Source: an optimization exercise on an open RTL-to-GDS flow (aim: small area). Production flows keep margins and buffers that such runs may drop. The RTL was checked by simulation tests, not by an equivalence proof against the original design. Power figures rest on the tool's default switching activity, not on a simulated workload.

## flow/design.v (module list and top-level ports; edited modules follow where they fit)
// module primitive_srlatch: 14 lines
// module primitive_dlatch: 10 lines
// module primitive_syncsrlatch: 19 lines
// module primitive_syncdlatch: 15 lines
// module primitive_counter: 33 lines
// module primitive_sr: 24 lines
// module primitive_sr_bram: 41 lines
// module IKAOPM_timinggen: 136 lines
// module IKAOPM_reg: 485 lines
// module reg_submdl_loreg_decoder: 16 lines
// module IKAOPM_noise: 68 lines
// module IKAOPM_lfo: 286 lines
// module IKAOPM_pg: 356 lines
// module pg_submdl_fnumrom: 75 lines
// module IKAOPM_eg: 374 lines
// module IKAOPM_op: 277 lines
// module op_submdl_logsinrom: 43 lines
// module op_submdl_exprom: 43 lines
// module IKAOPM_acc: 230 lines
// module IKAOPM_timer: 80 lines
// module IKAOPM: 303 lines
module IKAOPM #(parameter FULLY_SYNCHRONOUS = 1, parameter FAST_RESET = 0) (
    input   wire            i_EMUCLK,  
    input   wire            i_phiM_PCEN_n,  
    input   wire            i_IC_n,    
    output  wire            o_phi1,
    input   wire            i_CS_n,
    input   wire            i_RD_n,
    input   wire            i_WR_n,
    input   wire            i_A0,
    input   wire    [7:0]   i_D,
    output  wire    [7:0]   o_D,
    output  wire            o_D_OE,
    output  wire            o_CT2,  
    output  wire            o_CT1,  
    output  wire            o_IRQ_n,
    output  wire            o_SH1,
    output  wire            o_SH2,
    output  wire            o_SO,
    output  wire            o_EMU_R_SAMPLE, o_EMU_L_SAMPLE,
    output  wire signed     [15:0]  o_EMU_R_EX, o_EMU_L_EX,
    output  wire signed     [15:0]  o_EMU_R, o_EMU_L
);
  // ...
==> flow/run.sh <==
#!/bin/bash
# synth_recipe.tcl (not shown) runs the flow's synth.tcl, then flattens the netlist and writes it again
# the make line also repeats each setting of config.mk as NAME=value (left out here)
make -C /OpenROAD-flow-scripts/flow DESIGN_CONFIG=/design/flow/config.mk WORK_HOME=/design/flow/orfs CLKGATE_MAP_FILE= SYNTH_SCRIPT=/design/flow/synth_recipe.tcl finish
==> flow/config.mk <==
export PLATFORM = sky130hd
export DESIGN_NAME = IKAOPM
export DESIGN_NICKNAME = IKAOPM
export VERILOG_FILES = /design/flow/design.v
export SDC_FILE = /design/flow/constraint.sdc
export NUM_CORES = 4
export LEC_CHECK = 0
export CAP_MARGIN = 20
export CORE_MARGIN = 2
export CORE_UTILIZATION = 65
export CTS_BUF_LIST = sky130_fd_sc_hd__clkbuf_8
export CTS_CLUSTER_DIAMETER = 40
export CTS_CLUSTER_SIZE = 18
export PLACE_DENSITY = 0.75
export SLEW_MARGIN = 20
==> flow/constraint.sdc <==
create_clock -name core_clock -period 10.0 [get_ports {i_EMUCLK}]
set_input_delay 2.0000 -clock core_clock [delete_from_list [all_inputs] [get_ports {i_EMUCLK}]]
set_output_delay 2.0000 -clock core_clock [all_outputs]
set_load 0.01 [all_outputs]
==> run summary, run 1 <==
Clock network:
- The post-cts sizing count is 0.
- The H-tree generated during clock tree synthesis spans 5 levels.
- For this design, the CTS-stage hold fixing added 0 buffers.
- TritonCTS built the clock tree.
- The clock passes through at most 4 buffers.

Timing:
- Setup violations remaining at the end of the flow were counted as 0.
- Dividing the final minimum period by the clock period gives 53.0%.
- The worst path needs between 5 and 6 ns of the cycle, external delays included.
- The minimum hold slack is approximately 0.31 ns.
- The number of max-slew violations in the final report is 0.

Place:
- The number of instances in the placed design is approximately 12000.
- After detailed placement, the total cell area comes to around 170000 um^2.

Logic synthesis:
- The portion of synthesized cell area occupied by the leading cell type is between 70 and 80%.
- Of the total synthesized cell area, the portion taken by full adders, half adders and majority gates is approximately 3.2%.
- Sequential elements use around four fifths of the synthesized area.
- After synthesis, the cell types taking the most area are edfxtp_1 79%, ha_1 2.4%, nor2_1 1.4%.
- For this run, the leading register cell type out of synthesis is edfxtp_1.

Hold path:
- In this run the most critical hold path is launched from REG.FULLY_SYNCHRONOUS_1_busctrl.cs_n_syncchain[0].
- The path category of the worst min-delay check is reg -> reg.

Pwr:
- Per report_power, the clock group accounts for between 30% and 40% of the total.
- The leakage power is approximately 62 nW.

Detailed routing:
- In the final routed layout, each cell accounts on average for between 20 and 25 um.
- After detailed routing, no signal wire sits above met5.
- The detailed-router iteration count before antenna repair is 9.

Die:
- The die area is approximately 260000 um^2.
- The height of the die is ~510 um.
- The initial core utilization is between 60% and 70%.

Global routing:
- The number of antenna violations at the first check in global routing is 7.
- In the global route stage, met3 resource usage came out at around 3.3%.

Status:
- The flow ran to the end and the layout has no timing, DRC or antenna violations.

Cells and area:
- The layout filler cell count is 14782.
- Clock tree buffers and inverters occupy under 10% of the routed design's cell area.
- Leaving out fill and tap cells, the most frequent cells in the layout are 4326 x edfxtp_1, 624 x nor2_1, 580 x nand2_1.

Critical path:
- The arrival time reported for the critical path endpoint is 3.30 ns.
- The worst register-to-register path ends at PG.cyc1r_modded_pitchval[12].
==> module IKAOPM_timinggen, before the edit <==
module IKAOPM_timinggen #(parameter FULLY_SYNCHRONOUS = 1, parameter FAST_RESET = 0) (
    input   wire            i_EMUCLK,  
    input   wire            i_IC_n,
    output  wire            o_MRST_n,  
    input   wire            i_phiM_PCEN_n,  
    output  wire            o_phi1,  
    output  wire            o_phi1_PCEN_n,  
    output  wire            o_phi1_NCEN_n,  
    output  reg             o_SH1,
    output  reg             o_SH2,
    output  reg             o_CYCLE_01,
    output  reg             o_CYCLE_31,
    output  reg             o_CYCLE_12_28,
    output  reg             o_CYCLE_05_21,
    output  reg             o_CYCLE_BYTE,
    output  reg             o_CYCLE_05,
    output  reg             o_CYCLE_10,
    output  reg             o_CYCLE_03,
    output  reg             o_CYCLE_00_16,
    output  reg             o_CYCLE_01_TO_16,
    output  reg             o_CYCLE_04_12_20_28,
    output  reg             o_CYCLE_12,
    output  reg             o_CYCLE_15_31,
    output  reg             o_CYCLE_29,
    output  reg             o_CYCLE_06_22
);
wire            phi1ncen_n = o_phi1_NCEN_n;
wire            mrst_n = o_MRST_n;
reg             ic_n_negedge;  
reg             synced_mrst_n;  
wire            phi1_init;
generate
if(FAST_RESET == 0) begin : FAST_RESET_0_clock_and_global_rst
    assign  o_MRST_n = synced_mrst_n;
    assign  phi1_init = ic_n_negedge;
end
else begin : FAST_RESET_1_clock_and_global_rst
    assign  o_MRST_n = synced_mrst_n & i_IC_n;
    assign  phi1_init = ic_n_negedge | ~i_IC_n;
end
endgenerate
generate
if(FULLY_SYNCHRONOUS == 0) begin : FULLY_SYNCHRONOUS_0_reset_syncchain
    reg     [1:0]   ic_n_internal;
    always @(posedge i_EMUCLK) if(!i_phiM_PCEN_n) begin 
        ic_n_internal[0] <= i_IC_n; 
        ic_n_internal[1] <= ic_n_internal[0];  
    end
    always @(posedge i_EMUCLK) if(!i_phiM_PCEN_n) begin
        ic_n_negedge <= ~ic_n_internal[0] & ic_n_internal[1];
    end
    always @(posedge i_EMUCLK) if(!phi1ncen_n) begin
        synced_mrst_n <= ic_n_internal[0];
    end
end
else begin : FULLY_SYNCHRONOUS_1_reset_syncchain
    reg     [3:0]   ic_n_internal;
    always @(posedge i_EMUCLK) if(!i_phiM_PCEN_n) begin 
        ic_n_internal[0] <= i_IC_n; 
        ic_n_internal[3:1] <= ic_n_internal[2:0];  
    end
    always @(posedge i_EMUCLK) if(!i_phiM_PCEN_n) begin
        ic_n_negedge <= ~ic_n_internal[2] & ic_n_internal[3];
    end
    always @(posedge i_EMUCLK) if(!phi1ncen_n) begin
        synced_mrst_n <= ic_n_internal[2];
    end
end
endgenerate
reg             phi1p, phi1n;
generate
if(FAST_RESET == 0) begin : FAST_RESET_0_phi1gen
    always @(posedge i_EMUCLK) if(!i_phiM_PCEN_n) begin
        if(phi1_init)   begin phi1p <= 1'b1;   phi1n <= 1'b1;  end  
        else            begin phi1p <= ~phi1p; phi1n <= phi1p; end  
    end
end
else begin : FAST_RESET_1_phi1gen
    always @(posedge i_EMUCLK) if(!(i_phiM_PCEN_n & i_IC_n)) begin
        if(phi1_init)   begin phi1p <= 1'b1;   phi1n <= 1'b1;  end  
        else            begin phi1p <= ~phi1p; phi1n <= phi1p; end  
    end
end
endgenerate
assign  o_phi1 = phi1p;
generate
if(FAST_RESET == 0) begin : FAST_RESET_0_cenout
    assign  o_phi1_PCEN_n = phi1p | i_phiM_PCEN_n;  
    assign  o_phi1_NCEN_n = phi1n | i_phiM_PCEN_n;
end
else begin : FAST_RESET_1_cenout
    assign  o_phi1_PCEN_n = (phi1p | i_phiM_PCEN_n) & i_IC_n;  
    assign  o_phi1_NCEN_n = (phi1n | i_phiM_PCEN_n) & i_IC_n;
end
endgenerate
reg     [4:0]   timinggen_cntr;
always @(posedge i_EMUCLK) if(!phi1ncen_n) begin
    if(!mrst_n) begin
        timinggen_cntr <= 5'h0;
    end
    else begin
        if(timinggen_cntr == 5'h1F) timinggen_cntr <= 5'h0;
        else                        timinggen_cntr <= timinggen_cntr + 5'h1;
    end
end
always @(posedge i_EMUCLK) if(!phi1ncen_n) begin
    o_CYCLE_01          <= timinggen_cntr == 5'd0;
    o_CYCLE_31          <= timinggen_cntr == 5'd30;
    o_CYCLE_12_28 <= (timinggen_cntr == 5'd11) | (timinggen_cntr == 5'd27);
    o_CYCLE_05_21 <= (timinggen_cntr == 5'd4) | (timinggen_cntr == 5'd20);
    o_CYCLE_BYTE  <= (timinggen_cntr[3:1] == 3'b111) |
                     (timinggen_cntr[3:1] == 3'b010) |
                     (timinggen_cntr[3:2] == 2'b00);
    o_CYCLE_05          <= timinggen_cntr == 5'd4;
    o_CYCLE_10          <= timinggen_cntr == 5'd9;
    o_CYCLE_03          <= timinggen_cntr == 5'd2;
    o_CYCLE_00_16       <= (timinggen_cntr == 5'd31) | (timinggen_cntr == 5'd15);
    o_CYCLE_01_TO_16    <= ~timinggen_cntr[4];
    o_CYCLE_04_12_20_28 <= (timinggen_cntr == 5'd3) | (timinggen_cntr == 5'd11) | (timinggen_cntr == 5'd19) | (timinggen_cntr == 5'd27);
    o_CYCLE_29          <= timinggen_cntr == 5'd28;
    o_CYCLE_06_22       <= (timinggen_cntr == 5'd05) | (timinggen_cntr == 5'd21);
    o_CYCLE_12          <= timinggen_cntr == 5'd11;
    o_CYCLE_15_31       <= (timinggen_cntr == 5'd14) | (timinggen_cntr == 5'd30);
end
wire            sh1 = timinggen_cntr[4:3] == 2'b01;  
wire            sh2 = timinggen_cntr[4:3] == 2'b11;  
reg     [4:0]   sh1_sr, sh2_sr;
always @(posedge i_EMUCLK) if(!phi1ncen_n) begin
    sh1_sr[0] <= sh1;
    sh2_sr[0] <= sh2;
    sh1_sr[4:1] <= sh1_sr[3:0];
    sh2_sr[4:1] <= sh2_sr[3:0];
    o_SH1 <= sh1_sr[4] & mrst_n;
    o_SH2 <= sh2_sr[4] & mrst_n;
end
endmodule
==> module pg_submdl_fnumrom, before the edit <==
module pg_submdl_fnumrom (
    input   wire            i_EMUCLK,  
    input   wire            i_CEN_n,  
    input   wire    [5:0]   i_ADDR,
    output  reg     [16:0]  o_DATA
);
always @(posedge i_EMUCLK) if(!i_CEN_n) begin
    case(i_ADDR)
        6'h00: o_DATA <= 17'b010100_010011_1001_1;
        6'h01: o_DATA <= 17'b010100_100110_1001_1;
        6'h02: o_DATA <= 17'b010100_111001_1001_1;
        6'h03: o_DATA <= 17'b010101_001100_0010_1;
        6'h04: o_DATA <= 17'b010101_100000_0010_1;
        6'h05: o_DATA <= 17'b010101_110100_0010_1;
        6'h06: o_DATA <= 17'b010110_001000_1010_1;
        6'h07: o_DATA <= 17'b010110_011101_0010_1;
        6'h08: o_DATA <= 17'b010110_110010_1010_1;
        6'h09: o_DATA <= 17'b010111_000111_1010_1;
        6'h0A: o_DATA <= 17'b010111_011101_0011_1;
        6'h0B: o_DATA <= 17'b010111_110011_0011_1;
        6'h0C: o_DATA <= 17'b000000_000000_0000_0;
        6'h0D: o_DATA <= 17'b000000_000000_0000_0;
        6'h0E: o_DATA <= 17'b000000_000000_0000_0;
        6'h0F: o_DATA <= 17'b000000_000000_0000_0;
        6'h10: o_DATA <= 17'b011000_001001_0011_1;
        6'h11: o_DATA <= 17'b011000_011111_0011_1;
        6'h12: o_DATA <= 17'b011000_110110_1011_1;
        6'h13: o_DATA <= 17'b011001_001101_1011_1;
        6'h14: o_DATA <= 17'b011001_100101_1011_1;
        6'h15: o_DATA <= 17'b011001_111100_0100_1;
        6'h16: o_DATA <= 17'b011010_010101_0100_1;
        6'h17: o_DATA <= 17'b011010_101101_0100_1;
        6'h18: o_DATA <= 17'b011011_000110_1100_1;
        6'h19: o_DATA <= 17'b011011_011111_1100_1;
        6'h1A: o_DATA <= 17'b011011_111001_0101_1;
        6'h1B: o_DATA <= 17'b011100_010011_0101_1;
        6'h1C: o_DATA <= 17'b000000_000000_0000_0;
        6'h1D: o_DATA <= 17'b000000_000000_0000_0;
        6'h1E: o_DATA <= 17'b000000_000000_0000_0;
        6'h1F: o_DATA <= 17'b000000_000000_0000_0;
        6'h20: o_DATA <= 17'b011100_101101_0101_1;
        6'h21: o_DATA <= 17'b011101_001000_1101_1;
        6'h22: o_DATA <= 17'b011101_100011_1101_1;
        6'h23: o_DATA <= 17'b011101_111110_0110_1;
        6'h24: o_DATA <= 17'b011110_011010_0110_1;
        6'h25: o_DATA <= 17'b011110_110111_0110_1;
        6'h26: o_DATA <= 17'b011111_010011_1110_1;
        6'h27: o_DATA <= 17'b011111_110000_0111_1;
        6'h28: o_DATA <= 17'b100000_001110_0111_1;
        6'h29: o_DATA <= 17'b100000_101100_0111_1;
        6'h2A: o_DATA <= 17'b100001_001010_1111_1;
        6'h2B: o_DATA <= 17'b100001_101001_1111_1;
        6'h2C: o_DATA <= 17'b000000_000000_0000_0;
        6'h2D: o_DATA <= 17'b000000_000000_0000_0;
        6'h2E: o_DATA <= 17'b000000_000000_0000_0;
        6'h2F: o_DATA <= 17'b000000_000000_0000_0;
        6'h30: o_DATA <= 17'b100010_001001_1111_1;
        6'h31: o_DATA <= 17'b100010_101000_1111_0;
        6'h32: o_DATA <= 17'b100011_001001_1111_0;
        6'h33: o_DATA <= 17'b100011_101001_1111_0;
        6'h34: o_DATA <= 17'b100100_001011_1111_0;
        6'h35: o_DATA <= 17'b100100_101100_1111_0;
        6'h36: o_DATA <= 17'b100101_001110_0111_0;
        6'h37: o_DATA <= 17'b100101_110001_0111_0;
        6'h38: o_DATA <= 17'b100110_010100_0111_0;
        6'h39: o_DATA <= 17'b100110_111000_0111_0;
        6'h3A: o_DATA <= 17'b100111_011100_0111_0;
        6'h3B: o_DATA <= 17'b101000_000001_0111_0;
        6'h3C: o_DATA <= 17'b000000_000000_0000_0;
        6'h3D: o_DATA <= 17'b000000_000000_0000_0;
        6'h3E: o_DATA <= 17'b000000_000000_0000_0;
        6'h3F: o_DATA <= 17'b000000_000000_0000_0;
    endcase
end
endmodule
==> module op_submdl_logsinrom, before the edit <==
module op_submdl_logsinrom (
    input   wire            i_EMUCLK,  
    input   wire            i_CEN_n,  
    input   wire    [4:0]   i_ADDR,
    output  reg     [45:0]  o_DATA
);
always @(posedge i_EMUCLK) if(!i_CEN_n) begin
    case(i_ADDR)
        5'd0 : o_DATA <= 46'b000110000010010001000100_0010101010101001010010;
        5'd1 : o_DATA <= 46'b000110000011010000010000_0010010001001101000001;
        5'd2 : o_DATA <= 46'b000110000011010000010011_0010001011001101100000;
        5'd3 : o_DATA <= 46'b000111000001000000000011_0010110001001101110010;
        5'd4 : o_DATA <= 46'b000111000001000000110000_0010111010001101101001;
        5'd5 : o_DATA <= 46'b000111000001010000100110_0010000000101101111010;
        5'd6 : o_DATA <= 46'b000111000001010000110110_0010010011001101011010;
        5'd7 : o_DATA <= 46'b000111000001110000010101_0010111000101111111100;
        5'd8 : o_DATA <= 46'b000111000011100000000111_0010101110001101110111;
        5'd9 : o_DATA <= 46'b000111000011100001010011_1000011101011010100110;
        5'd10: o_DATA <= 46'b000111000011110001100001_1000111100001001111010;
        5'd11: o_DATA <= 46'b000111000011110001110011_1001101011001001110111;
        5'd12: o_DATA <= 46'b010010000101000001000101_1001001000111010110111;
        5'd13: o_DATA <= 46'b010010000101010001000100_1001110001111100101010;
        5'd14: o_DATA <= 46'b010010000101010001010110_1101111110100101000110;
        5'd15: o_DATA <= 46'b010010001110000000100001_1001010110101101111001;
        5'd16: o_DATA <= 46'b010010001110010000100010_1011100101001011101111;
        5'd17: o_DATA <= 46'b010010001110110000011101_1010000001011010110001;
        5'd18: o_DATA <= 46'b010011001100100000011110_1010000010111010111111;
        5'd19: o_DATA <= 46'b010011001100110000101101_1110101110110110000001;
        5'd20: o_DATA <= 46'b010011001110100001101011_1011001010001101110001;
        5'd21: o_DATA <= 46'b010011001110110101101011_0101111001010100001111;
        5'd22: o_DATA <= 46'b011100001000000101011100_0101010101010110010111;
        5'd23: o_DATA <= 46'b011100001000010101011111_0111110101010010111011;
        5'd24: o_DATA <= 46'b011100001011010110100010_1100001000010000011001;
        5'd25: o_DATA <= 46'b011101001001100110010001_1110100100010010010010;
        5'd26: o_DATA <= 46'b011101001011101010010110_0101000000110100100011;
        5'd27: o_DATA <= 46'b101000001001101010110101_1101100001110010011010;
        5'd28: o_DATA <= 46'b101000001011111111110010_0111010100010000111001;
        5'd29: o_DATA <= 46'b101001011111010011001000_1100111001010110100000;
        5'd30: o_DATA <= 46'b101101011101001111101101_1110000100110010100001;
        5'd31: o_DATA <= 46'b111001101111000111101110_0111100001110110100111;
    endcase
end
endmodule
==> module op_submdl_exprom, before the edit <==
module op_submdl_exprom (
    input   wire            i_EMUCLK,  
    input   wire            i_CEN_n,  
    input   wire    [4:0]   i_ADDR,
    output  reg     [44:0]  o_DATA
);
always @(posedge i_EMUCLK) if(!i_CEN_n) begin
    case(i_ADDR)
        5'd0 : o_DATA <= 45'b110111111000111111010001_011000000100110011101;
        5'd1 : o_DATA <= 45'b110111111000110100111110_000001100001110110011;
        5'd2 : o_DATA <= 45'b110111111000000111101101_011101110100111011010;
        5'd3 : o_DATA <= 45'b110111111000000111000011_011100000010101010110;
        5'd4 : o_DATA <= 45'b110111111000000100001100_010100000010101011011;
        5'd5 : o_DATA <= 45'b110111010010101010111011_011000111100111011101;
        5'd6 : o_DATA <= 45'b110110010110111011110100_111001011000011000000;
        5'd7 : o_DATA <= 45'b110110010110111001001011_010001001100111011110;
        5'd8 : o_DATA <= 45'b110110010110011010001101_011000101000111011010;
        5'd9 : o_DATA <= 45'b110110010110000011100110_011110010100111010100;
        5'd10: o_DATA <= 45'b110110000111000101111001_010110110100110010101;
        5'd11: o_DATA <= 45'b110100001111100110011110_011111110000110011011;
        5'd12: o_DATA <= 45'b110100001111100110000001_001111001101110111101;
        5'd13: o_DATA <= 45'b110100001001111101101111_010110101010101010001;
        5'd14: o_DATA <= 45'b110100001001111101100000_010110001100110010011;
        5'd15: o_DATA <= 45'b110100001001011010110101_011001110000111010101;
        5'd16: o_DATA <= 45'b110100001001011000011010_001001010101110110111;
        5'd17: o_DATA <= 45'b110100001001001001010100_000000111001110110001;
        5'd18: o_DATA <= 45'b110100000001100011101011_000000011101110110011;
        5'd19: o_DATA <= 45'b110100000001100000101100_001011100001111110101;
        5'd20: o_DATA <= 45'b110100000000100100010011_011011000100110010101;
        5'd21: o_DATA <= 45'b011101000100010111011101_000010101001110110101;
        5'd22: o_DATA <= 45'b011001100110011111110010_000010001101111110011;
        5'd23: o_DATA <= 45'b011001100110011100100111_001001100001110110001;
        5'd24: o_DATA <= 45'b001011101110111110101001_001000000001110101010;
        5'd25: o_DATA <= 45'b001011101110101111000110_000000101101110111000;
        5'd26: o_DATA <= 45'b001011101110101001011001_010001001000110011010;
        5'd27: o_DATA <= 45'b001011101110100000110110_010011000100110010000;
        5'd28: o_DATA <= 45'b001011101110000010110000_001010101001110110001;
        5'd29: o_DATA <= 45'b001011101010010001001111_001010001101110111011;
        5'd30: o_DATA <= 45'b001011101010010001000010_011001000100100000000;
        5'd31: o_DATA <= 45'b001011100010110010001100_000000101001110110000;
    endcase
end
endmodule
==> inputs of run 2 (changes only) <==
--- a/flow/design.v
+++ b/flow/design.v
@@ -164,21 +164,21 @@
     output  wire            o_phi1_NCEN_n,  
     output  reg             o_SH1,
     output  reg             o_SH2,
-    output  reg             o_CYCLE_01,
-    output  reg             o_CYCLE_31,
-    output  reg             o_CYCLE_12_28,
-    output  reg             o_CYCLE_05_21,
-    output  reg             o_CYCLE_BYTE,
-    output  reg             o_CYCLE_05,
-    output  reg             o_CYCLE_10,
-    output  reg             o_CYCLE_03,
-    output  reg             o_CYCLE_00_16,
-    output  reg             o_CYCLE_01_TO_16,
-    output  reg             o_CYCLE_04_12_20_28,
-    output  reg             o_CYCLE_12,
-    output  reg             o_CYCLE_15_31,
-    output  reg             o_CYCLE_29,
-    output  reg             o_CYCLE_06_22
+    output  wire            o_CYCLE_01,
+    output  wire            o_CYCLE_31,
+    output  wire            o_CYCLE_12_28,
+    output  wire            o_CYCLE_05_21,
+    output  wire            o_CYCLE_BYTE,
+    output  wire            o_CYCLE_05,
+    output  wire            o_CYCLE_10,
+    output  wire            o_CYCLE_03,
+    output  wire            o_CYCLE_00_16,
+    output  wire            o_CYCLE_01_TO_16,
+    output  wire            o_CYCLE_04_12_20_28,
+    output  wire            o_CYCLE_12,
+    output  wire            o_CYCLE_15_31,
+    output  wire            o_CYCLE_29,
+    output  wire            o_CYCLE_06_22
 );
 wire            phi1ncen_n = o_phi1_NCEN_n;
 wire            mrst_n = o_MRST_n;
@@ -249,43 +249,37 @@
     assign  o_phi1_NCEN_n = (phi1n | i_phiM_PCEN_n) & i_IC_n;
 end
 endgenerate
-reg     [4:0]   timinggen_cntr;
+reg     [4:0]   timinggen_cntr_prev;
+reg             timinggen_cntr_run;
+wire    [4:0]   timinggen_cntr = timinggen_cntr_run ? timinggen_cntr_prev + 5'h1 : 5'h0;
+always @(posedge i_EMUCLK) if(!phi1ncen_n) begin
+    timinggen_cntr_prev <= timinggen_cntr;
+    timinggen_cntr_run <= mrst_n;
+end
+wire    [4:0]   pc = timinggen_cntr_prev;
+assign  o_CYCLE_01          = pc == 5'd0;
+assign  o_CYCLE_31          = pc == 5'd30;
+assign  o_CYCLE_12_28       = (pc == 5'd11) | (pc == 5'd27);
+assign  o_CYCLE_05_21       = (pc == 5'd4) | (pc == 5'd20);
+assign  o_CYCLE_BYTE        = (pc[3:1] == 3'b111) |
+                              (pc[3:1] == 3'b010) |
+                              (pc[3:2] == 2'b00);
+assign  o_CYCLE_05          = pc == 5'd4;
+assign  o_CYCLE_10          = pc == 5'd9;
+assign  o_CYCLE_03          = pc == 5'd2;
+assign  o_CYCLE_00_16       = (pc == 5'd31) | (pc == 5'd15);
+assign  o_CYCLE_01_TO_16    = ~pc[4];
+assign  o_CYCLE_04_12_20_28 = (pc == 5'd3) | (pc == 5'd11) | (pc == 5'd19) | (pc == 5'd27);
+assign  o_CYCLE_29          = pc == 5'd28;
+assign  o_CYCLE_06_22       = (pc == 5'd05) | (pc == 5'd21);
+assign  o_CYCLE_12          = pc == 5'd11;
+assign  o_CYCLE_15_31       = (pc == 5'd14) | (pc == 5'd30);
+wire            sh1_sr0 = pc[4:3] == 2'b01;  
+wire            sh2_sr0 = pc[4:3] == 2'b11;  
+reg     [4:1]   sh1_sr, sh2_sr;
 always @(posedge i_EMUCLK) if(!phi1ncen_n) begin
-    if(!mrst_n) begin
-        timinggen_cntr <= 5'h0;
-    end
-    else begin
-        if(timinggen_cntr == 5'h1F) timinggen_cntr <= 5'h0;
-        else                        timinggen_cntr <= timinggen_cntr + 5'h1;
-    end
-end
-always @(posedge i_EMUCLK) if(!phi1ncen_n) begin
-    o_CYCLE_01          <= timinggen_cntr == 5'd0;
-    o_CYCLE_31          <= timinggen_cntr == 5'd30;
-    o_CYCLE_12_28 <= (timinggen_cntr == 5'd11) | (timinggen_cntr == 5'd27);
-    o_CYCLE_05_21 <= (timinggen_cntr == 5'd4) | (timinggen_cntr == 5'd20);
-    o_CYCLE_BYTE  <= (timinggen_cntr[3:1] == 3'b111) |
-                     (timinggen_cntr[3:1] == 3'b010) |
-                     (timinggen_cntr[3:2] == 2'b00);
-    o_CYCLE_05          <= timinggen_cntr == 5'd4;
-    o_CYCLE_10          <= timinggen_cntr == 5'd9;
-    o_CYCLE_03          <= timinggen_cntr == 5'd2;
-    o_CYCLE_00_16       <= (timinggen_cntr == 5'd31) | (timinggen_cntr == 5'd15);
-    o_CYCLE_01_TO_16    <= ~timinggen_cntr[4];
-    o_CYCLE_04_12_20_28 <= (timinggen_cntr == 5'd3) | (timinggen_cntr == 5'd11) | (timinggen_cntr == 5'd19) | (timinggen_cntr == 5'd27);
-    o_CYCLE_29          <= timinggen_cntr == 5'd28;
-    o_CYCLE_06_22       <= (timinggen_cntr == 5'd05) | (timinggen_cntr == 5'd21);
-    o_CYCLE_12          <= timinggen_cntr == 5'd11;
-    o_CYCLE_15_31       <= (timinggen_cntr == 5'd14) | (timinggen_cntr == 5'd30);
-end
-wire            sh1 = timinggen_cntr[4:3] == 2'b01;  
-wire            sh2 = timinggen_cntr[4:3] == 2'b11;  
-reg     [4:0]   sh1_sr, sh2_sr;
-always @(posedge i_EMUCLK) if(!phi1ncen_n) begin
-    sh1_sr[0] <= sh1;
-    sh2_sr[0] <= sh2;
-    sh1_sr[4:1] <= sh1_sr[3:0];
-    sh2_sr[4:1] <= sh2_sr[3:0];
+    sh1_sr[4:1] <= {sh1_sr[3:1], sh1_sr0};
+    sh2_sr[4:1] <= {sh2_sr[3:1], sh2_sr0};
     o_SH1 <= sh1_sr[4] & mrst_n;
     o_SH2 <= sh2_sr[4] & mrst_n;
 end
@@ -902,27 +896,10 @@
     if(!phi1ncen_n) prescaler_cycle_2 <= prescaler_value == 4'd2;
     if(!phi1ncen_n) prescaler_cout_z <= prescaler_cout;
 end
-reg     [14:0]  lfolut_dout;
-always @(posedge i_EMUCLK) if(!phi1ncen_n) begin
-    case(i_LFRQ[7:4])
-        4'hF: lfolut_dout <= 15'h7FFF;
-        4'hE: lfolut_dout <= 15'h7FFE;
-        4'hD: lfolut_dout <= 15'h7FFC;
-        4'hC: lfolut_dout <= 15'h7FF8;
-        4'hB: lfolut_dout <= 15'h7FF0;
-        4'hA: lfolut_dout <= 15'h7FE0;
-        4'h9: lfolut_dout <= 15'h7FC0;
-        4'h8: lfolut_dout <= 15'h7F80;
-        4'h7: lfolut_dout <= 15'h7F00;
-        4'h6: lfolut_dout <= 15'h7E00;
-        4'h5: lfolut_dout <= 15'h7C00;
-        4'h4: lfolut_dout <= 15'h7800;
-        4'h3: lfolut_dout <= 15'h7000;
-        4'h2: lfolut_dout <= 15'h6000;
-        4'h1: lfolut_dout <= 15'h4000;
-        4'h0: lfolut_dout <= 15'h1000;
-    endcase
-end
+reg     [3:0]   lfolut_addr;
+always @(posedge i_EMUCLK) if(!phi1ncen_n) lfolut_addr <= i_LFRQ[7:4];
+localparam [239:0] LFOLUT_DATA = 240'hfffffffbffe7ff8ffe1ff83fe07f80fe01f803e007800e00180020001000;
+wire    [14:0]  lfolut_dout = LFOLUT_DATA[lfolut_addr*15 +: 15];
 reg             locntr_cnt;
 always @(posedge i_EMUCLK) if(!phi1ncen_n) begin
     locntr_cnt <= prescaler_cout_z | i_TEST_D3;  
@@ -1316,39 +1293,45 @@
 end
 wire   [12:0]  cyc6c_final_pitchval = (cyc5r_int_detuned_pitchval[7] == 1'b1) ? 13'b111_1110_111111 : {cyc5r_int_detuned_pitchval[6:0], cyc5r_frac_detuned_pitchval};
 reg     [4:0]   cyc6r_pdelta_shift_amount;
-wire    [11:0]  cyc6r_pdelta_base;
-wire    [3:0]   cyc6r_pdelta_increment_multiplicand;
+reg     [5:0]   cyc6r_fnumrom_addr;
 reg     [3:0]   cyc6r_pdelta_increment_multiplier;
-wire            cyc6r_pdelta_calcmode;
-pg_submdl_fnumrom u_cyc6r_fnumrom (
-    .i_EMUCLK(i_EMUCLK), .i_CEN_n(phi1ncen_n), .i_ADDR(cyc6c_final_pitchval[9:4]),
-    .o_DATA({cyc6r_pdelta_base, cyc6r_pdelta_increment_multiplicand[0], cyc6r_pdelta_increment_multiplicand[3:1], cyc6r_pdelta_calcmode})
-);
 always @(posedge i_EMUCLK) if(!phi1ncen_n) begin
     cyc6r_pdelta_shift_amount <= cyc6c_final_pitchval[12:8];
+    cyc6r_fnumrom_addr <= cyc6c_final_pitchval[9:4];
     cyc6r_pdelta_increment_multiplier <= cyc6c_final_pitchval[3:0];
 end
 reg     [4:0]   cyc7r_pdelta_shift_amount;
-reg     [11:0]  cyc7r_pdelta_base;
-reg     [6:0]   cyc7r_multiplied_increment;
+reg     [5:0]   cyc7r_fnumrom_addr;
+reg     [3:0]   cyc7r_pdelta_increment_multiplier;
 assign  o_EG_PDELTA_SHIFT_AMOUNT = cyc7r_pdelta_shift_amount;
 always @(posedge i_EMUCLK) if(!phi1ncen_n) begin
     cyc7r_pdelta_shift_amount <= cyc6r_pdelta_shift_amount;
-    cyc7r_pdelta_base <= cyc6r_pdelta_base;
-    if(cyc6r_pdelta_calcmode) begin
-        cyc7r_multiplied_increment <= ({{1'b1, cyc6r_pdelta_increment_multiplicand} >> 0} & {5{cyc6r_pdelta_increment_multiplier[3]}}) +
-                                        ({{1'b1, cyc6r_pdelta_increment_multiplicand} >> 1} & {5{cyc6r_pdelta_increment_multiplier[2]}}) +
-                                        ({{1'b1, cyc6r_pdelta_increment_multiplicand} >> 2} & {5{cyc6r_pdelta_increment_multiplier[1]}}) +
-                                        ({{1'b1, cyc6r_pdelta_increment_multiplicand} >> 3} & {5{cyc6r_pdelta_increment_multiplier[0]}});
+    cyc7r_fnumrom_addr <= cyc6r_fnumrom_addr;
+    cyc7r_pdelta_increment_multiplier <= cyc6r_pdelta_increment_multiplier;
+end
+wire    [11:0]  cyc7c_pdelta_base;
+wire    [3:0]   cyc7c_pdelta_increment_multiplicand;
+wire            cyc7c_pdelta_calcmode;
+pg_submdl_fnumrom u_cyc7c_fnumrom (
+    .i_ADDR(cyc7r_fnumrom_addr),
+    .o_DATA({cyc7c_pdelta_base, cyc7c_pdelta_increment_multiplicand[0], cyc7c_pdelta_increment_multiplicand[3:1], cyc7c_pdelta_calcmode})
+);
+reg     [6:0]   cyc7c_multiplied_increment;
+always @(*) begin
+    if(cyc7c_pdelta_calcmode) begin
+        cyc7c_multiplied_increment = ({{1'b1, cyc7c_pdelta_increment_multiplicand} >> 0} & {5{cyc7r_pdelta_increment_multiplier[3]}}) +
+                                        ({{1'b1, cyc7c_pdelta_increment_multiplicand} >> 1} & {5{cyc7r_pdelta_increment_multiplier[2]}}) +
+                                        ({{1'b1, cyc7c_pdelta_increment_multiplicand} >> 2} & {5{cyc7r_pdelta_increment_multiplier[1]}}) +
+                                        ({{1'b1, cyc7c_pdelta_increment_multiplicand} >> 3} & {5{cyc7r_pdelta_increment_multiplier[0]}});
     end
     else begin
-        cyc7r_multiplied_increment <= ({{1'b1, cyc6r_pdelta_increment_multiplicand[3:1], 1'b1} >> 0} & {5{cyc6r_pdelta_increment_multiplier[3]}}) +
-                                        ({{1'b1, cyc6r_pdelta_increment_multiplicand[3:1], 1'b1} >> 1} & {5{cyc6r_pdelta_increment_multiplier[2]}}) +
-                                        ({{1'b1, cyc6r_pdelta_increment_multiplicand[3:1], 1'b1} >> 3} & {5{cyc6r_pdelta_increment_multiplier[0]}}) +
-                                        (5'd4 & {5{&{cyc6r_pdelta_increment_multiplier[3:2], ~cyc6r_pdelta_increment_multiplicand[0]}}}) + 
-                                        (5'd1 & {5{cyc6r_pdelta_increment_multiplier[3]}}) + 
-                                        (5'd8 & {5{cyc6r_pdelta_increment_multiplier[1]}}) + 
-                                        (5'd2 & {5{cyc6r_pdelta_increment_multiplier[0]}});
+        cyc7c_multiplied_increment = ({{1'b1, cyc7c_pdelta_increment_multiplicand[3:1], 1'b1} >> 0} & {5{cyc7r_pdelta_increment_multiplier[3]}}) +
+                                        ({{1'b1, cyc7c_pdelta_increment_multiplicand[3:1], 1'b1} >> 1} & {5{cyc7r_pdelta_increment_multiplier[2]}}) +
+                                        ({{1'b1, cyc7c_pdelta_increment_multiplicand[3:1], 1'b1} >> 3} & {5{cyc7r_pdelta_increment_multiplier[0]}}) +
+                                        (5'd4 & {5{&{cyc7r_pdelta_increment_multiplier[3:2], ~cyc7c_pdelta_increment_multiplicand[0]}}}) + 
+                                        (5'd1 & {5{cyc7r_pdelta_increment_multiplier[3]}}) + 
+                                        (5'd8 & {5{cyc7r_pdelta_increment_multiplier[1]}}) + 
+                                        (5'd2 & {5{cyc7r_pdelta_increment_multiplier[0]}});
     end
 end
 reg     [4:0]   cyc8r_pdelta_shift_amount;
@@ -1357,7 +1340,7 @@
 reg     [3:0]   cyc8r_mul;
 always @(posedge i_EMUCLK) if(!phi1ncen_n) begin
     cyc8r_pdelta_shift_amount <= cyc7r_pdelta_shift_amount;
-    cyc8r_pdelta_base <= cyc7r_pdelta_base + {6'b0, cyc7r_multiplied_increment[6:1]};
+    cyc8r_pdelta_base <= cyc7c_pdelta_base + {6'b0, cyc7c_multiplied_increment[6:1]};
     cyc8r_dt1 <= i_DT1;
     cyc8r_mul <= i_MUL;
 end
@@ -1502,78 +1485,12 @@
 end
 endmodule
 module pg_submdl_fnumrom (
-    input   wire            i_EMUCLK,  
-    input   wire            i_CEN_n,  
     input   wire    [5:0]   i_ADDR,
     output  reg     [16:0]  o_DATA
 );
-always @(posedge i_EMUCLK) if(!i_CEN_n) begin
-    case(i_ADDR)
-        6'h00: o_DATA <= 17'b010100_010011_1001_1;
-        6'h01: o_DATA <= 17'b010100_100110_1001_1;
-        6'h02: o_DATA <= 17'b010100_111001_1001_1;
-        6'h03: o_DATA <= 17'b010101_001100_0010_1;
-        6'h04: o_DATA <= 17'b010101_100000_0010_1;
-        6'h05: o_DATA <= 17'b010101_110100_0010_1;
-        6'h06: o_DATA <= 17'b010110_001000_1010_1;
-        6'h07: o_DATA <= 17'b010110_011101_0010_1;
-        6'h08: o_DATA <= 17'b010110_110010_1010_1;
-        6'h09: o_DATA <= 17'b010111_000111_1010_1;
-        6'h0A: o_DATA <= 17'b010111_011101_0011_1;
-        6'h0B: o_DATA <= 17'b010111_110011_0011_1;
-        6'h0C: o_DATA <= 17'b000000_000000_0000_0;
-        6'h0D: o_DATA <= 17'b000000_000000_0000_0;
-        6'h0E: o_DATA <= 17'b000000_000000_0000_0;
-        6'h0F: o_DATA <= 17'b000000_000000_0000_0;
-        6'h10: o_DATA <= 17'b011000_001001_0011_1;
-        6'h11: o_DATA <= 17'b011000_011111_0011_1;
-        6'h12: o_DATA <= 17'b011000_110110_1011_1;
-        6'h13: o_DATA <= 17'b011001_001101_1011_1;
-        6'h14: o_DATA <= 17'b011001_100101_1011_1;
-        6'h15: o_DATA <= 17'b011001_111100_0100_1;
-        6'h16: o_DATA <= 17'b011010_010101_0100_1;
-        6'h17: o_DATA <= 17'b011010_101101_0100_1;
-        6'h18: o_DATA <= 17'b011011_000110_1100_1;
-        6'h19: o_DATA <= 17'b011011_011111_1100_1;
-        6'h1A: o_DATA <= 17'b011011_111001_0101_1;
-        6'h1B: o_DATA <= 17'b011100_010011_0101_1;
-        6'h1C: o_DATA <= 17'b000000_000000_0000_0;
-        6'h1D: o_DATA <= 17'b000000_000000_0000_0;
-        6'h1E: o_DATA <= 17'b000000_000000_0000_0;
-        6'h1F: o_DATA <= 17'b000000_000000_0000_0;
-        6'h20: o_DATA <= 17'b011100_101101_0101_1;
-        6'h21: o_DATA <= 17'b011101_001000_1101_1;
-        6'h22: o_DATA <= 17'b011101_100011_1101_1;
-        6'h23: o_DATA <= 17'b011101_111110_0110_1;
-        6'h24: o_DATA <= 17'b011110_011010_0110_1;
-        6'h25: o_DATA <= 17'b011110_110111_0110_1;
-        6'h26: o_DATA <= 17'b011111_010011_1110_1;
-        6'h27: o_DATA <= 17'b011111_110000_0111_1;
-        6'h28: o_DATA <= 17'b100000_001110_0111_1;
-        6'h29: o_DATA <= 17'b100000_101100_0111_1;
-        6'h2A: o_DATA <= 17'b100001_001010_1111_1;
-        6'h2B: o_DATA <= 17'b100001_101001_1111_1;
-        6'h2C: o_DATA <= 17'b000000_000000_0000_0;
-        6'h2D: o_DATA <= 17'b000000_000000_0000_0;
-        6'h2E: o_DATA <= 17'b000000_000000_0000_0;
-        6'h2F: o_DATA <= 17'b000000_000000_0000_0;
-        6'h30: o_DATA <= 17'b100010_001001_1111_1;
-        6'h31: o_DATA <= 17'b100010_101000_1111_0;
-        6'h32: o_DATA <= 17'b100011_001001_1111_0;
-        6'h33: o_DATA <= 17'b100011_101001_1111_0;
-        6'h34: o_DATA <= 17'b100100_001011_1111_0;
-        6'h35: o_DATA <= 17'b100100_101100_1111_0;
-        6'h36: o_DATA <= 17'b100101_001110_0111_0;
-        6'h37: o_DATA <= 17'b100101_110001_0111_0;
-        6'h38: o_DATA <= 17'b100110_010100_0111_0;
-        6'h39: o_DATA <= 17'b100110_111000_0111_0;
-        6'h3A: o_DATA <= 17'b100111_011100_0111_0;
-        6'h3B: o_DATA <= 17'b101000_000001_0111_0;
-        6'h3C: o_DATA <= 17'b000000_000000_0000_0;
-        6'h3D: o_DATA <= 17'b000000_000000_0000_0;
-        6'h3E: o_DATA <= 17'b000000_000000_0000_0;
-        6'h3F: o_DATA <= 17'b000000_000000_0000_0;
-    endcase
+localparam [1087:0] ROM_DATA = 1088'ha0174ee3a6e1d328e97174a73a4b3d217e8e9f464fa2a3d113f00000000000000000869fc257e0b1f01cf7f07be9f5eddaf34d77e6bb1edd236e5ab000000000000000007135b7cadb7f2d8d96ad4b4aa59f12ccb764dbb1b5d87cec127000000000000000005f33aee9d71eab65559d2ac4555d0aac0554c2a9ccd49a6a273;
+always @(*) begin
+    o_DATA = ROM_DATA[i_ADDR*17 +: 17];
 end
 endmodule
 module IKAOPM_eg (
@@ -2135,13 +2052,9 @@
     cyc53r_algtype <= cyc52r_algtype;
     cyc53r_OP_current <= cyc52r_level_signed;
 end
-reg             cyc53r_M1_z_ld, cyc53r_M1_zz_ld;  
-reg             cyc53r_C1_z_ld;  
-always @(posedge i_EMUCLK) if(!phi1ncen_n) begin
-    cyc53r_M1_z_ld <= cyc52r_algst == 2'd0;
-    cyc53r_M1_zz_ld <= cyc52r_algst == 2'd0;
-    cyc53r_C1_z_ld <= cyc52r_algst == 2'd2;
-end
+wire            cyc53r_M1_z_ld = cyc53r_algst == 2'd0;
+wire            cyc53r_M1_zz_ld = cyc53r_algst == 2'd0;
+wire            cyc53r_C1_z_ld = cyc53r_algst == 2'd2;
 wire    [13:0]  cyc53r_M1_z_reg_out, cyc53r_M1_zz_reg_out, cyc53r_C1_z_reg_out;
 wire    [13:0]  cyc46c_M1_z_reg_in  = !mrst_n ? 14'd0 : 
                                                 cyc53r_M1_z_ld ? cyc53r_OP_current: cyc53r_M1_z_reg_out;
@@ -2155,10 +2068,7 @@
 (.i_EMUCLK(i_EMUCLK), .i_CEN_n(phi1ncen_n), .i_D(cyc46c_M1_zz_reg_in), .o_Q_TAP(), .o_Q_LAST(cyc53r_M1_zz_reg_out));
 primitive_sr #(.WIDTH(14), .LENGTH(8), .TAP(8)) u_cyc46r_cyc53r_C1_z
 (.i_EMUCLK(i_EMUCLK), .i_CEN_n(phi1ncen_n), .i_D(cyc46c_C1_z_reg_in), .o_Q_TAP(), .o_Q_LAST(cyc53r_C1_z_reg_out));
-reg             cyc53r_self_fdbk_en;
-always @(posedge i_EMUCLK) if(!phi1ncen_n) begin
-    cyc53r_self_fdbk_en <= cyc52r_algst == 2'd2;
-end
+wire            cyc53r_self_fdbk_en = cyc53r_algst == 2'd2;
 wire    [13:0]  M1    = cyc53r_OP_current;
 wire    [13:0]  M2    = cyc53r_OP_current;
 wire    [13:0]  M1_z  = cyc53r_M1_z_reg_out;
@@ -2233,41 +2143,11 @@
     input   wire    [4:0]   i_ADDR,
     output  reg     [45:0]  o_DATA
 );
-always @(posedge i_EMUCLK) if(!i_CEN_n) begin
-    case(i_ADDR)
-        5'd0 : o_DATA <= 46'b000110000010010001000100_0010101010101001010010;
-        5'd1 : o_DATA <= 46'b000110000011010000010000_0010010001001101000001;
-        5'd2 : o_DATA <= 46'b000110000011010000010011_0010001011001101100000;
-        5'd3 : o_DATA <= 46'b000111000001000000000011_0010110001001101110010;
-        5'd4 : o_DATA <= 46'b000111000001000000110000_0010111010001101101001;
-        5'd5 : o_DATA <= 46'b000111000001010000100110_0010000000101101111010;
-        5'd6 : o_DATA <= 46'b000111000001010000110110_0010010011001101011010;
-        5'd7 : o_DATA <= 46'b000111000001110000010101_0010111000101111111100;
-        5'd8 : o_DATA <= 46'b000111000011100000000111_0010101110001101110111;
-        5'd9 : o_DATA <= 46'b000111000011100001010011_1000011101011010100110;
-        5'd10: o_DATA <= 46'b000111000011110001100001_1000111100001001111010;
-        5'd11: o_DATA <= 46'b000111000011110001110011_1001101011001001110111;
-        5'd12: o_DATA <= 46'b010010000101000001000101_1001001000111010110111;
-        5'd13: o_DATA <= 46'b010010000101010001000100_1001110001111100101010;
-        5'd14: o_DATA <= 46'b010010000101010001010110_1101111110100101000110;
-        5'd15: o_DATA <= 46'b010010001110000000100001_1001010110101101111001;
-        5'd16: o_DATA <= 46'b010010001110010000100010_1011100101001011101111;
-        5'd17: o_DATA <= 46'b010010001110110000011101_1010000001011010110001;
-        5'd18: o_DATA <= 46'b010011001100100000011110_1010000010111010111111;
-        5'd19: o_DATA <= 46'b010011001100110000101101_1110101110110110000001;
-        5'd20: o_DATA <= 46'b010011001110100001101011_1011001010001101110001;
-        5'd21: o_DATA <= 46'b010011001110110101101011_0101111001010100001111;
-        5'd22: o_DATA <= 46'b011100001000000101011100_0101010101010110010111;
-        5'd23: o_DATA <= 46'b011100001000010101011111_0111110101010010111011;
-        5'd24: o_DATA <= 46'b011100001011010110100010_1100001000010000011001;
-        5'd25: o_DATA <= 46'b011101001001100110010001_1110100100010010010010;
-        5'd26: o_DATA <= 46'b011101001011101010010110_0101000000110100100011;
-        5'd27: o_DATA <= 46'b101000001001101010110101_1101100001110010011010;
-        5'd28: o_DATA <= 46'b101000001011111111110010_0111010100010000111001;
-        5'd29: o_DATA <= 46'b101001011111010011001000_1100111001010110100000;
-        5'd30: o_DATA <= 46'b101101011101001111101101_1110000100110010100001;
-        5'd31: o_DATA <= 46'b111001101111000111101110_0111100001110110100111;
-    endcase
+reg     [4:0]   addr_r;
+always @(posedge i_EMUCLK) if(!i_CEN_n) addr_r <= i_ADDR;
+localparam [1471:0] ROM_DATA = 1472'he6f1ee78769ed74fb784ca1a5f4c8ce568282ffc9d4439a09ab5d87269d2ea5940d23749991e91249c2d68b0841970855f7d52edc20571555974ced6b5e543d33a1aeca3714ccc2debb60533207a82ebf48ec1da05ac523908ae52ef48e02195ade521515b7e9464854449c7ca921411648eb71c3c739ac9dc70f1863c27a1c3853875a9870e01cae3771c1c152e2ff07050d89335a1c1426202de87040c0ba3691c10032c4dc860d04c8b360183410244d04609110aaa52;
+always @(*) begin
+    o_DATA = ROM_DATA[addr_r*46 +: 46];
 end
 endmodule
 module op_submdl_exprom (
@@ -2276,41 +2156,11 @@
     input   wire    [4:0]   i_ADDR,
     output  reg     [44:0]  o_DATA
 );
-always @(posedge i_EMUCLK) if(!i_CEN_n) begin
-    case(i_ADDR)
-        5'd0 : o_DATA <= 45'b110111111000111111010001_011000000100110011101;
-        5'd1 : o_DATA <= 45'b110111111000110100111110_000001100001110110011;
-        5'd2 : o_DATA <= 45'b110111111000000111101101_011101110100111011010;
-        5'd3 : o_DATA <= 45'b110111111000000111000011_011100000010101010110;
-        5'd4 : o_DATA <= 45'b110111111000000100001100_010100000010101011011;
-        5'd5 : o_DATA <= 45'b110111010010101010111011_011000111100111011101;
-        5'd6 : o_DATA <= 45'b110110010110111011110100_111001011000011000000;
-        5'd7 : o_DATA <= 45'b110110010110111001001011_010001001100111011110;
-        5'd8 : o_DATA <= 45'b110110010110011010001101_011000101000111011010;
-        5'd9 : o_DATA <= 45'b110110010110000011100110_011110010100111010100;
-        5'd10: o_DATA <= 45'b110110000111000101111001_010110110100110010101;
-        5'd11: o_DATA <= 45'b110100001111100110011110_011111110000110011011;
-        5'd12: o_DATA <= 45'b110100001111100110000001_001111001101110111101;
-        5'd13: o_DATA <= 45'b110100001001111101101111_010110101010101010001;
-        5'd14: o_DATA <= 45'b110100001001111101100000_010110001100110010011;
-        5'd15: o_DATA <= 45'b110100001001011010110101_011001110000111010101;
-        5'd16: o_DATA <= 45'b110100001001011000011010_001001010101110110111;
-        5'd17: o_DATA <= 45'b110100001001001001010100_000000111001110110001;
-        5'd18: o_DATA <= 45'b110100000001100011101011_000000011101110110011;
-        5'd19: o_DATA <= 45'b110100000001100000101100_001011100001111110101;
-        5'd20: o_DATA <= 45'b110100000000100100010011_011011000100110010101;
-        5'd21: o_DATA <= 45'b011101000100010111011101_000010101001110110101;
-        5'd22: o_DATA <= 45'b011001100110011111110010_000010001101111110011;
-        5'd23: o_DATA <= 45'b011001100110011100100111_001001100001110110001;
-        5'd24: o_DATA <= 45'b001011101110111110101001_001000000001110101010;
-        5'd25: o_DATA <= 45'b001011101110101111000110_000000101101110111000;
-        5'd26: o_DATA <= 45'b001011101110101001011001_010001001000110011010;
-        5'd27: o_DATA <= 45'b001011101110100000110110_010011000100110010000;
-        5'd28: o_DATA <= 45'b001011101110000010110000_001010101001110110001;
-        5'd29: o_DATA <= 45'b001011101010010001001111_001010001101110111011;
-        5'd30: o_DATA <= 45'b001011101010010001000010_011001000100100000000;
-        5'd31: o_DATA <= 45'b001011100010110010001100_000000101001110110000;
-    endcase
+reg     [4:0]   addr_r;
+always @(posedge i_EMUCLK) if(!i_CEN_n) addr_r <= i_ADDR;
+localparam [1439:0] ROM_DATA = 1440'h2e2c8c029d8175221322400ba913ca37765dc160553b12ee8364c4c817752ca24668bbaf180b7705ddf52403aa666727261d8b333f9046fcdd117742a76ba01226d8995d0182c2e1fae80c7580eecf4249500e763a12c344abb7d096b5670eae84fb02c664f427dbd6aaa3a1f30279bbdd0f99e7f0cdec38bcada657658399e53a9b2cd1ac51dad96e4b44cef6cb77a72c30374aaed8f3bbbf0218a055bdf81c3702ab6fc0f6bba76b7e34f818767bf1fa2c099d;
+always @(*) begin
+    o_DATA = ROM_DATA[addr_r*45 +: 45];
 end
 endmodule
 module IKAOPM_acc (
@@ -2331,7 +2181,7 @@
     output  reg             o_SO,
     output  reg             o_EMU_R_SAMPLE, o_EMU_L_SAMPLE,
     output  reg signed      [15:0]  o_EMU_R_EX, o_EMU_L_EX,
-    output  reg signed      [15:0]  o_EMU_R, o_EMU_L
+    output  wire signed     [15:0]  o_EMU_R, o_EMU_L
 );
 wire            phi1ncen_n = i_phi1_NCEN_n;
 wire            mrst_n = i_MRST_n;
@@ -2362,18 +2212,18 @@
     end
 end
 reg     [15:0]  mcyc14_r_piso, mcyc30_l_piso;
-reg     [2:0]   mcyc14_r_saturation_ctrl, mcyc30_l_saturation_ctrl;
+reg     [1:0]   mcyc14_r_saturation_ctrl, mcyc30_l_saturation_ctrl;  
 always @(posedge i_EMUCLK) if(!phi1ncen_n) begin
     if(cycle_13) begin
         mcyc14_r_piso <= {~r_accumulator[17], r_accumulator[14:0]};  
-        mcyc14_r_saturation_ctrl <= r_accumulator[17:15];
+        mcyc14_r_saturation_ctrl <= {(r_accumulator[17:15] != 3'b000) & (r_accumulator[17:15] != 3'b111), r_accumulator[17]};
     end
     else begin
         mcyc14_r_piso[14:0] <= mcyc14_r_piso[15:1];  
     end
     if(i_CYCLE_29) begin
         mcyc30_l_piso <= {~l_accumulator[17], l_accumulator[14:0]};  
-        mcyc30_l_saturation_ctrl <= l_accumulator[17:15];
+        mcyc30_l_saturation_ctrl <= {(l_accumulator[17:15] != 3'b000) & (l_accumulator[17:15] != 3'b111), l_accumulator[17]};
     end
     else begin
         mcyc30_l_piso[14:0] <= mcyc30_l_piso[15:1];  
@@ -2395,100 +2245,65 @@
     o_EMU_R_SAMPLE <= {|{r_sample_det[SAMPLE_STROBE_LENGTH+1:2]}, r_sample_det[1]} == 2'b10;
     o_EMU_L_SAMPLE <= {|{l_sample_det[SAMPLE_STROBE_LENGTH+1:2]}, l_sample_det[1]} == 2'b10;
 end
-reg signed  [15:0]  r_parallel, l_parallel, r_parallel_extended, l_parallel_extended;  
-reg         [2:0]   r_parallel_saturation_ctrl, l_parallel_saturation_ctrl;  
+reg signed  [15:0]  r_parallel_extended, l_parallel_extended;  
+reg                 r_parallel_saturated, l_parallel_saturated;  
 always @(posedge i_EMUCLK) if(!phi1ncen_n) begin
     if(!i_MRST_n) begin
-        r_parallel_saturation_ctrl <= 3'b000;
+        r_parallel_saturated <= 1'b0;
         r_parallel_extended <= 16'sd0;
-        r_parallel <= 16'sd0;
-        l_parallel_saturation_ctrl <= 3'b000;
+        l_parallel_saturated <= 1'b0;
         l_parallel_extended <= 16'sd0;
-        l_parallel <= 16'sd0;
     end
     else begin
         if(cycle_13) begin
-            r_parallel_saturation_ctrl <= r_accumulator[17:15];
+            r_parallel_saturated <= (r_accumulator[17:15] != 3'b000) & (r_accumulator[17:15] != 3'b111);
             r_parallel_extended <= {r_accumulator[17], r_accumulator[14:0]};  
-            casez(r_accumulator[14:9] ^ {6{r_accumulator[17]}})
-                6'b000000: r_parallel <= {r_accumulator[17], r_accumulator[14:6], r_accumulator[5:0]};  
-                6'b000001: r_parallel <= {r_accumulator[17], r_accumulator[14:6], r_accumulator[17] ? r_accumulator[5:0] | 6'b000001 : r_accumulator[5:0] & 6'b111110};
-                6'b00001?: r_parallel <= {r_accumulator[17], r_accumulator[14:6], r_accumulator[17] ? r_accumulator[5:0] | 6'b000011 : r_accumulator[5:0] & 6'b111100};
-                6'b0001??: r_parallel <= {r_accumulator[17], r_accumulator[14:6], r_accumulator[17] ? r_accumulator[5:0] | 6'b000111 : r_accumulator[5:0] & 6'b111000};
-                6'b001???: r_parallel <= {r_accumulator[17], r_accumulator[14:6], r_accumulator[17] ? r_accumulator[5:0] | 6'b001111 : r_accumulator[5:0] & 6'b110000};
-                6'b01????: r_parallel <= {r_accumulator[17], r_accumulator[14:6], r_accumulator[17] ? r_accumulator[5:0] | 6'b011111 : r_accumulator[5:0] & 6'b100000};
-                6'b1?????: r_parallel <= {r_accumulator[17], r_accumulator[14:6], r_accumulator[17] ? r_accumulator[5:0] | 6'b111111 : r_accumulator[5:0] & 6'b000000};  
-                default:   r_parallel <= {r_accumulator[17], r_accumulator[14:6], r_accumulator[5:0]};
-            endcase
         end
         if(i_CYCLE_29) begin
-            l_parallel_saturation_ctrl <= l_accumulator[17:15];
-            l_parallel_extended <= {l_accumulator[17], l_accumulator[14:0]};  
-            casez(l_accumulator[14:9] ^ {6{l_accumulator[17]}})
-                6'b000000: l_parallel <= {l_accumulator[17], l_accumulator[14:6], l_accumulator[5:0]};  
-                6'b000001: l_parallel <= {l_accumulator[17], l_accumulator[14:6], l_accumulator[17] ? l_accumulator[5:0] | 6'b000001 : l_accumulator[5:0] & 6'b111110};
-                6'b00001?: l_parallel <= {l_accumulator[17], l_accumulator[14:6], l_accumulator[17] ? l_accumulator[5:0] | 6'b000011 : l_accumulator[5:0] & 6'b111100};
-                6'b0001??: l_parallel <= {l_accumulator[17], l_accumulator[14:6], l_accumulator[17] ? l_accumulator[5:0] | 6'b000111 : l_accumulator[5:0] & 6'b111000};
-                6'b001???: l_parallel <= {l_accumulator[17], l_accumulator[14:6], l_accumulator[17] ? l_accumulator[5:0] | 6'b001111 : l_accumulator[5:0] & 6'b110000};
-                6'b01????: l_parallel <= {l_accumulator[17], l_accumulator[14:6], l_accumulator[17] ? l_accumulator[5:0] | 6'b011111 : l_accumulator[5:0] & 6'b100000};
-                6'b1?????: l_parallel <= {l_accumulator[17], l_accumulator[14:6], l_accumulator[17] ? l_accumulator[5:0] | 6'b111111 : l_accumulator[5:0] & 6'b000000};  
-                default:   l_parallel <= {l_accumulator[17], l_accumulator[14:6], l_accumulator[5:0]};
-            endcase
+            l_parallel_saturated <= (l_accumulator[17:15] != 3'b000) & (l_accumulator[17:15] != 3'b111);
+            l_parallel_extended <= {l_accumulator[17], l_accumulator[14:0]};
         end
     end
 end
+function [5:0] acc_lowbits;
+    input   [15:0]  x;
+    reg     [5:0]   mag;
+    reg     [5:0]   m;
+    begin
+        mag = x[14:9] ^ {6{x[15]}};
+        casez(mag)
+            6'b000000: m = 6'b000000;
+            6'b000001: m = 6'b000001;
+            6'b00001?: m = 6'b000011;
+            6'b0001??: m = 6'b000111;
+            6'b001???: m = 6'b001111;
+            6'b01????: m = 6'b011111;
+            default:   m = 6'b111111;
+        endcase
+        acc_lowbits = x[15] ? (x[5:0] | m) : (x[5:0] & ~m);
+    end
+endfunction
+reg                 r_out_saturated, l_out_saturated;
 always @(posedge i_EMUCLK) begin
     if(!i_MRST_n) begin
-        o_EMU_R <= 16'sd0;
         o_EMU_R_EX <= 16'sd0;
-        o_EMU_L <= 16'sd0;
         o_EMU_L_EX <= 16'sd0;
+        r_out_saturated <= 1'b0;
+        l_out_saturated <= 1'b0;
     end
     else begin
-        case(r_parallel_saturation_ctrl)
-            3'b000: begin o_EMU_R <= r_parallel; o_EMU_R_EX <= r_parallel_extended; end
-            3'b001: begin o_EMU_R <= 16'h7FFF;   o_EMU_R_EX <= 16'h7FFF; end  
-            3'b010: begin o_EMU_R <= 16'h7FFF;   o_EMU_R_EX <= 16'h7FFF; end
-            3'b011: begin o_EMU_R <= 16'h7FFF;   o_EMU_R_EX <= 16'h7FFF; end
-            3'b100: begin o_EMU_R <= 16'h8000;   o_EMU_R_EX <= 16'h8000; end  
-            3'b101: begin o_EMU_R <= 16'h8000;   o_EMU_R_EX <= 16'h8000; end
-            3'b110: begin o_EMU_R <= 16'h8000;   o_EMU_R_EX <= 16'h8000; end
-            3'b111: begin o_EMU_R <= r_parallel; o_EMU_R_EX <= r_parallel_extended; end
-        endcase
-        case(l_parallel_saturation_ctrl)
-            3'b000: begin o_EMU_L <= l_parallel; o_EMU_L_EX <= l_parallel_extended; end
-            3'b001: begin o_EMU_L <= 16'h7FFF;   o_EMU_L_EX <= 16'h7FFF; end  
-            3'b010: begin o_EMU_L <= 16'h7FFF;   o_EMU_L_EX <= 16'h7FFF; end
-            3'b011: begin o_EMU_L <= 16'h7FFF;   o_EMU_L_EX <= 16'h7FFF; end
-            3'b100: begin o_EMU_L <= 16'h8000;   o_EMU_L_EX <= 16'h8000; end  
-            3'b101: begin o_EMU_L <= 16'h8000;   o_EMU_L_EX <= 16'h8000; end
-            3'b110: begin o_EMU_L <= 16'h8000;   o_EMU_L_EX <= 16'h8000; end
-            3'b111: begin o_EMU_L <= l_parallel; o_EMU_L_EX <= l_parallel_extended; end
-        endcase
+        r_out_saturated <= r_parallel_saturated;
+        l_out_saturated <= l_parallel_saturated;
+        o_EMU_R_EX <= r_parallel_saturated ? (r_parallel_extended[15] ? 16'h8000 : 16'h7FFF) : r_parallel_extended;
+        o_EMU_L_EX <= l_parallel_saturated ? (l_parallel_extended[15] ? 16'h8000 : 16'h7FFF) : l_parallel_extended;
     end
 end
+assign  o_EMU_R = {o_EMU_R_EX[15:6], r_out_saturated ? o_EMU_R_EX[5:0] : acc_lowbits(o_EMU_R_EX)};
+assign  o_EMU_L = {o_EMU_L_EX[15:6], l_out_saturated ? o_EMU_L_EX[5:0] : acc_lowbits(o_EMU_L_EX)};
 reg             mcyc15_r_stream, mcyc31_l_stream;
 always @(posedge i_EMUCLK) if(!phi1ncen_n) begin
-    case(mcyc14_r_saturation_ctrl)
-        3'b000: mcyc15_r_stream <= mcyc14_r_piso[0];
-        3'b001: mcyc15_r_stream <= 1'b1;  
-        3'b010: mcyc15_r_stream <= 1'b1;
-        3'b011: mcyc15_r_stream <= 1'b1;
-        3'b100: mcyc15_r_stream <= 1'b0;  
-        3'b101: mcyc15_r_stream <= 1'b0;
-        3'b110: mcyc15_r_stream <= 1'b0;
-        3'b111: mcyc15_r_stream <= mcyc14_r_piso[0];
-    endcase
-    case(mcyc30_l_saturation_ctrl)
-        3'b000: mcyc31_l_stream <= mcyc30_l_piso[0];
-        3'b001: mcyc31_l_stream <= 1'b1;  
-        3'b010: mcyc31_l_stream <= 1'b1;
-        3'b011: mcyc31_l_stream <= 1'b1;
-        3'b100: mcyc31_l_stream <= 1'b0;  
-        3'b101: mcyc31_l_stream <= 1'b0;
-        3'b110: mcyc31_l_stream <= 1'b0;
-        3'b111: mcyc31_l_stream <= mcyc30_l_piso[0];
-    endcase
+    mcyc15_r_stream <= mcyc14_r_saturation_ctrl[1] ? ~mcyc14_r_saturation_ctrl[0] : mcyc14_r_piso[0];
+    mcyc31_l_stream <= mcyc30_l_saturation_ctrl[1] ? ~mcyc30_l_saturation_ctrl[0] : mcyc30_l_piso[0];
 end
 reg             mcyc16_r_stream_z, mcyc17_r_stream_zz, mcyc18_r_stream_zzz;
 reg             mcyc00_l_stream_z, mcyc01_l_stream_zz, mcyc02_l_stream_zzz;
--- a/flow/config.mk
+++ b/flow/config.mk
@@ -8,8 +8,8 @@
 export CAP_MARGIN = 20
 export CORE_MARGIN = 2
 export CORE_UTILIZATION = 65
-export CTS_BUF_LIST = sky130_fd_sc_hd__clkbuf_8
-export CTS_CLUSTER_DIAMETER = 40
-export CTS_CLUSTER_SIZE = 18
+export CTS_BUF_LIST = sky130_fd_sc_hd__clkbuf_16
+export CTS_CLUSTER_DIAMETER = 100
+export CTS_CLUSTER_SIZE = 26
 export PLACE_DENSITY = 0.75
 export SLEW_MARGIN = 20
==> run summary, run 2 <==
Cells and area:
- The layout filler cell count was 15083 (was 14782).
- Most frequent cells in the layout: 4179 x edfxtp_1, 681 x nand2_1, 499 x nor2_1 (was 4326 x edfxtp_1, 624 x nor2_1, 580 x nand2_1).

Die:
- The initial core utilization came to 65.3% (about the same).
- The die area is 248000 um^2 (was 256000 um^2).

Timing:
- The number of max-slew violations in the final report was 0 (unchanged).
- The final worst-path cycle share is 65.6% (was 53.0%).
- The minimum hold slack came to 0.336 ns (was 0.314 ns).
- The final setup violation count was 0 (unchanged).

Place:
- The instance area after placement is 163000 um^2 (was 168000 um^2).
- The number of instances in the placed design came to 12165 (was 12437).

Logic synthesis:
- The sequential area share after synthesis came to 80.9% (was 81.2%).
- The most used flip-flop cell after synthesis is edfxtp_1 (unchanged).
- Dominant cells by area after synthesis: edfxtp_1 79%, ha_1 2.4%, nand2_1 1.6% (was edfxtp_1 79%, ha_1 2.4%, nor2_1 1.4%).
- The mean instance size in the synthesized netlist is 17.4 um^2 (was 17.7 um^2).
- The portion of synthesized cell area occupied by the leading cell type is 79.1% (was 79.3%).
- The flop and latch count out of synthesis is 4310 (was 4467).
- The fraction of the mapped netlist area in adder cells is 3.15% (was 3.16%).

Status:
- Outcome: no timing/DRC/antenna violations (unchanged).

Detailed routing:
- The highest routing layer actually used is met5 (unchanged).
- The routed length per placed instance is 21.7 um (was 20.8 um).
- The detailed-router iteration count before antenna repair is 14 (was 9).

Hold path:
- The startpoint of the most critical hold path is REG.FULLY_SYNCHRONOUS_1_busctrl.wr_n_syncchain[0] (was REG.FULLY_SYNCHRONOUS_1_busctrl.cs_n_syncchain[0]).
- The path category of the worst min-delay check was reg -> reg (unchanged).

Clock network:
- The quantity of hold-fixing buffers added after cts is 0 (unchanged).
- The deepest level of the CTS H-tree is 4 (was 5).
- The maximum number of buffers from clock root to sink is 3 (was 4).
- The CTS tree is done (unchanged).
- The post-CTS setup-driven buffer insertion count is 0 (unchanged).
- The post-cts sizing count is 0 (unchanged).

Global routing:
- The number of antenna violations at the first check in global routing is 3 (was 7).

Pwr:
- The leakage power came to 57.2 nW (was 61.7 nW).

Critical path:
- The reg-to-reg critical path endpoint is PG.cyc8r_pdelta_base[10] (was PG.cyc1r_modded_pitchval[12]).
- The critical path's largest stage delay is 0.61 ns (was 0.59 ns).
- The arrival time reported for the critical path endpoint is 7.15 ns (was 3.30 ns).
run 2: changes by cell type after synthesis, sizes merged, moves of 18 or more:
cell and change:
nand2b +23, edfxtp -147, nor2 -126, a21oi +55
mux2i -63, xor2 -18, inv +25, nand2 +102
run 2: logic make-up after synthesis:
family                   count (synthesis)
XOR/XNOR                               279
AO/OA/AOI/OAI                         1319
multiplexers                           236
adder cells (fa/ha/maj)                363
flip-flops                            4310
AND/OR/NAND/NOR                       2006
buffers and inverters                  590
run 2: layout make-up:
class / count / area, um^2 / area share (%)
tap: 3202 / 4010 / 2.37
clock buffer: 190 / 4750 / 2.82
antenna: 3 / 7.51 / 0.00445
inverter: 287 / 1110 / 0.658
timing repair buffer: 167 / 1770 / 1.05
multi-input combinational: 4203 / 28000 / 16.6
clock inverter: 91 / 728 / 0.431
sequential: 4310 / 128000 / 76.1
run 2: worst max path at each step:
stage                             startpoint                       end  slack (ns)  depth (start not counted)
finish              PG.cyc7r_fnumrom_addr[1]  PG.cyc8r_pdelta_base[10]        3.44                         27
global route        PG.cyc7r_fnumrom_addr[1]  PG.cyc8r_pdelta_base[10]        2.92                         27
CTS                 PG.cyc7r_fnumrom_addr[1]  PG.cyc8r_pdelta_base[10]        3.44                         27
detailed placement  PG.cyc7r_fnumrom_addr[1]  PG.cyc8r_pdelta_base[10]        3.48                         27
global placement    PG.cyc7r_fnumrom_addr[1]  PG.cyc8r_pdelta_base[10]        3.44                         27
floorplan                      i_phiM_PCEN_n            NOISE.xor_flag       -2.42                          5
run 2: power breakdown:
part | switching, mW | internal (mW)
sequential | 0.309 | 20.3
combinational | 0.738 | 0.403
clock | 5.20 | 3.55
total | 6.25 | 24.3
run 2: worst register-to-register path: stages, from the launching register on:
cell and delay, ns:
edfxtp_1 0.61, inv_1 0.24, ha_1 0.50, nor2b_1 0.31
a221oi_1 0.08, nor2_1 0.12, a311o_1 0.13, o21ai_0 0.12
or2_2 0.32, fa_1 0.43, fa_1 0.51, inv_1 0.04
ha_1 0.20, inv_1 0.07, fa_1 0.41, inv_1 0.06
mux2_2 0.16, inv_1 0.06, fa_1 0.46, nor2b_1 0.13
o21ai_0 0.11, a21boi_1 0.20, o21ai_0 0.10, nand2b_1 0.12
and3_1 0.25, and2_1 0.16, o21ai_0 0.07, a221o_1 0.31
run 2: routing by layer:
metal | global-route usage (%) | vias to the layer above
li1 | - | 34159
met1 | 32.5 | 36783
met2 | 33.5 | 1898
met3 | 2.65 | 401
met4 | 6.34 | 2
met5 | 0 | -
run 2: metrics by stage:
| stage | setup slack [ns] | TNS (ns) | util (%) |
|---|---|---|---|
| final | 3.44 | 0 | 69.5 |
| after global routing | 2.92 | 0 | 69.5 |
| after CTS | 3.44 | 0 | 69.4 |
| after detailed placement | 3.48 | 0 | 67.2 |
| after global placement | 3.44 | 0 | 67.2 |
| after floorplan | -2.42 | -8817.42 | - |

Check on run 2: ideal ports give 3.441 ns setup slack; a clkbuf_16 on the clock port and buf_2 on the inputs give 3.441 ns; moving port delays by the midpoint clock arrival (0.949 ns) as well gives 3.441 ns.
